Background: an optimization exercise with open tools, aiming at small area and a short achievable clock period. Do not read the settings as production practice.
Only simulation tests tie the RTL to the original design; equivalence was not proved.
No activity file was given, so power comes from the tool's default toggle rates.

Setup of Q:
// conv_calc_5ks
module conv_calc_5ks(
    valid_in, clk, rst,
    out_data_0, out_data_1, out_data_2, out_data_3, out_data_4, out_data_5, out_data_6, out_data_7, out_data_8, out_data_9, out_data_10, out_data_11, out_data_12, out_data_13, out_data_14, out_data_15, out_data_16, out_data_17, out_data_18, out_data_19, out_data_20, out_data_21, out_data_22, out_data_23, out_data_24,
    out_weight_0, out_weight_1, out_weight_2, out_weight_3, out_weight_4, out_weight_5, out_weight_6, out_weight_7, out_weight_8, out_weight_9, out_weight_10, out_weight_11, out_weight_12, out_weight_13, out_weight_14, out_weight_15, out_weight_16, out_weight_17, out_weight_18, out_weight_19, out_weight_20, out_weight_21, out_weight_22, out_weight_23, out_weight_24, out_weight_25, out_weight_26, out_weight_27, out_weight_28, out_weight_29, out_weight_30, out_weight_31, out_weight_32, out_weight_33, out_weight_34, out_weight_35, out_weight_36, out_weight_37, out_weight_38, out_weight_39, out_weight_40, out_weight_41, out_weight_42, out_weight_43, out_weight_44, out_weight_45, out_weight_46, out_weight_47, out_weight_48, out_weight_49, out_weight_50, out_weight_51, out_weight_52, out_weight_53, out_weight_54, out_weight_55, out_weight_56, out_weight_57, out_weight_58, out_weight_59, out_weight_60, out_weight_61, out_weight_62, out_weight_63, out_weight_64, out_weight_65, out_weight_66, out_weight_67, out_weight_68, out_weight_69, out_weight_70, out_weight_71, out_weight_72, out_weight_73, out_weight_74,
    bias_0, bias_1, bias_2,
    conv_out_1, conv_out_2, conv_out_3,
    valid_out
);
export LEC_CHECK = 0
export CAP_MARGIN = 20
export CORE_MARGIN = 2
export CORE_UTILIZATION = 40
export SLEW_MARGIN = 20
create_clock -name core_clock -period 14.0 [get_ports {clk}]
standard.sh (not shown) runs the stock make flow with config.mk's settings and CLKGATE_MAP_FILE= SYNTH_SCRIPT=/design/flow/synth_recipe.tcl, a recipe that flattens the netlist after the stock synthesis.
==> flow/flow/run.sh <==
#!/bin/bash
set -euo pipefail
MARGIN=${MARGIN:-7.5}
bash standard.sh SETUP_SLACK_MARGIN=$MARGIN finish > standard.log 2>&1
For P, these inputs were changed with respect to Q:
# Q
export LEC_CHECK = 0
export CAP_MARGIN = 20
export CORE_MARGIN = 2
export CORE_UTILIZATION = 40
export SLEW_MARGIN = 20
create_clock -name core_clock -period 14.0 [get_ports {clk}]
# P
export LEC_CHECK = 0
export CAP_MARGIN = 20
export CORE_MARGIN = 2
export CORE_UTILIZATION = 40
export SLEW_MARGIN = 20
export TNS_END_PERCENT = 0
create_clock -name core_clock -period 14.0 [get_ports {clk}]
==> flow/flow/run.sh <==
#!/bin/bash
set -euo pipefail
MARGIN=${MARGIN:-8.0}
bash standard.sh SETUP_SLACK_MARGIN=$MARGIN \
  "BUFFER_PORTS_ARGS=-buffer_cell sky130_fd_sc_hd__buf_1" \
  finish > standard.log 2>&1
Results
Residual DRC count: Q vs P identical. Delta (P minus Q): antenna cell count went down by 14; number of fill cells in the layout has increased; clock group power went up by about 14%; via count of the first global-routing pass fell by 543; worst hold slack went down by 390 ps. Taking Q as the reference, in P synthesized cell count essentially unchanged; wire length on met1 decreased by about 2.3% relative to the old numbers.

* * *

Setup of v6:
conv_calc_5ks, a different RTL version from the one above (not shown whole).
For scale: roughly 560 I/O pins.
export LEC_CHECK = 0
export CAP_MARGIN = 20
export CORE_MARGIN = 2
export CORE_UTILIZATION = 40
export SLEW_MARGIN = 20
create_clock -name core_clock -period 14.0 [get_ports {clk}]
==> flow/flow/run.sh <==
#!/bin/bash
set -euo pipefail
MARGIN=${MARGIN:-8.0}
bash standard.sh SETUP_SLACK_MARGIN=$MARGIN finish > standard.log 2>&1
v6 was carried through to the last stage, and its layout satisfied the timing, design-rule and antenna checks.
Changes in v7 relative to v6:
==> flow/flow/run.sh <==
#!/bin/bash
set -euo pipefail
MARGIN=${MARGIN:-7.5}
bash standard.sh SETUP_SLACK_MARGIN=$MARGIN finish > standard.log 2>&1
### Flow results
After synthesis and placement, the instance count of v7 is below that of v6. Comparing v7 and v6, the higher cell area after placement is on v6. Global routing met3 resource utilization for v7 is higher than for v6. Delta (v7 minus v6): design area lower, switching portion of total power climbed 1.5 points. From v6 to v7 the numbers moved as follows: area of all sequential standard cells shows no meaningful change, biggest cell delay along the critical path down 30 ps, maximum operating frequency shows an increase of 3.8 MHz.

* * *

conv_calc_5ks with an RTL version that a note above also has.
Size in the first run: about 220 flip-flops, roughly 560 I/O pins, ~64,000 um^2 of cells after synthesis.
export LEC_CHECK = 0
export CAP_MARGIN = 20
export CORE_MARGIN = 2
export CORE_UTILIZATION = 40
export SLEW_MARGIN = 20
export TNS_END_PERCENT = 0
create_clock -name core_clock -period 14.0 [get_ports {clk}]
==> flow/flow/run.sh <==
#!/bin/bash
set -euo pipefail
MARGIN=${MARGIN:-8.0}
bash standard.sh SETUP_SLACK_MARGIN=$MARGIN finish > standard.log 2>&1
==> next run, changes <==
==> flow/run.sh (new file) <==
#!/bin/bash
# synth_recipe.tcl (not shown) runs the flow's synth.tcl, then flattens the netlist and writes it again
# the make line also repeats each setting of config.mk as NAME=value (left out here)
make -C /OpenROAD-flow-scripts/flow DESIGN_CONFIG=/design/flow/config.mk WORK_HOME=/design/flow/orfs CLKGATE_MAP_FILE= SYNTH_SCRIPT=/design/flow/synth_recipe.tcl finish
- TNS_END_PERCENT: 0 -> not set
removed: flow/flow/run.sh
removed: flow/standard.sh
Routed wire length drops by about 1.7%; power drops by about 0.9%; worst setup slack got worse by 0.63 ns; cell area drops by about 1.1%; global-route usage drops by 0.62 points; worst hold slack got worse by 0.013 ns; core utilization drops by 0.51 points.

* * *

Starting RTL as in the previous note.
==> flow/config.mk <==
export PLATFORM = sky130hd
export DESIGN_NAME = conv_calc_5ks
export DESIGN_NICKNAME = conv_calc_5ks
export VERILOG_FILES = /design/flow/design.v
export SDC_FILE = /design/flow/constraint.sdc
export NUM_CORES = 4
export LEC_CHECK = 0
export CAP_MARGIN = 20
export CORE_MARGIN = 2
export CORE_UTILIZATION = 40
export SLEW_MARGIN = 20
export TNS_END_PERCENT = 0
==> flow/constraint.sdc <==
create_clock -name core_clock -period 14.0 [get_ports {clk}]
set_input_delay 2.8000 -clock core_clock [delete_from_list [all_inputs] [get_ports {clk}]]
set_output_delay 2.8000 -clock core_clock [all_outputs]
set_load 0.01 [all_outputs]
==> flow/flow/run.sh <==
#!/bin/bash
set -euo pipefail
MARGIN=${MARGIN:-9.0}
bash standard.sh SETUP_SLACK_MARGIN=$MARGIN \
  "BUFFER_PORTS_ARGS=-buffer_cell sky130_fd_sc_hd__buf_2" \
  finish > standard.log 2>&1
Rerun with:
--- a/flow/flow/run.sh
+++ b/flow/flow/run.sh
@@ -3 +3 @@
-MARGIN=${MARGIN:-9.0}
+MARGIN=${MARGIN:-8.0}
- TNS_END_PERCENT: 0 -> 5
Setup slack degrades by 0.0069 ns.
Power goes up by 5.7%.
Critical path depth stays the same.
First-iteration DRC count goes up by 7.8%.
Synthesized area does not change.
Final area goes up by 6.4%.
Via count goes up by 1.1%.
Clock-buffer cell count goes up by 3.
Synthesized cell count stays the same.

## re-timing with driven ports
No port has a modelled driver above. Below, the same layouts with a new extraction and two added sets of constraints.
Step 1 (the two cells are an assumption about what drives the block):
set clk [get_ports {clk}]
set_driving_cell -lib_cell sky130_fd_sc_hd__clkbuf_16 $clk
set_driving_cell -lib_cell sky130_fd_sc_hd__buf_2 [delete_from_list [all_inputs] $clk]
Step 2, shift: input delay + t, output delay - t, t = (earliest + latest rising clock arrival at the registers) / 2. This alone moves slack from input paths to output paths.
Three values: ideal, step 1, step 2; two values: the first two.
run | shift t [ns] | setup WS [ns] | hold slack, ns | worst register clock-pin slew, ns
Q | 0.658 | 7.236 / 7.173 / 6.762 | 2.348 / 2.314 / 2.972 | 0.07 / 0.07
P | 0.699 | 7.184 / 7.118 / 6.457 | 1.956 / 1.909 / 2.607 | 0.10 / 0.10
v6 | 0.693 | 7.061 / 6.975 / 7.068 | 2.327 / 2.266 / 2.958 | 0.07 / 0.07
v7 | 0.720 | 7.239 / 7.157 / 6.758 | 2.287 / 2.228 / 2.948 | 0.08 / 0.08
the first run of note 3 | 0.659 | 7.159 / 7.106 / 6.447 | 2.311 / 2.271 / 2.929 | 0.08 / 0.08
the second run of note 3 | 0.689 | 6.531 / 6.467 / 5.779 | 2.298 / 2.250 / 2.939 | 0.10 / 0.10
the first run of note 4 | 0.665 | 7.215 / 7.151 / 6.595 | 2.037 / 1.994 / 2.658 | 0.09 / 0.09
the second run of note 4 | 0.665 | 7.208 / 7.141 / 6.578 | 2.001 / 1.955 / 2.620 | 0.09 / 0.09
After both steps setup and hold are still met in every run listed. The setup slack of the second run of note 3, which loses most, moves by -0.064 ns with the drivers and by -0.752 ns with both steps.
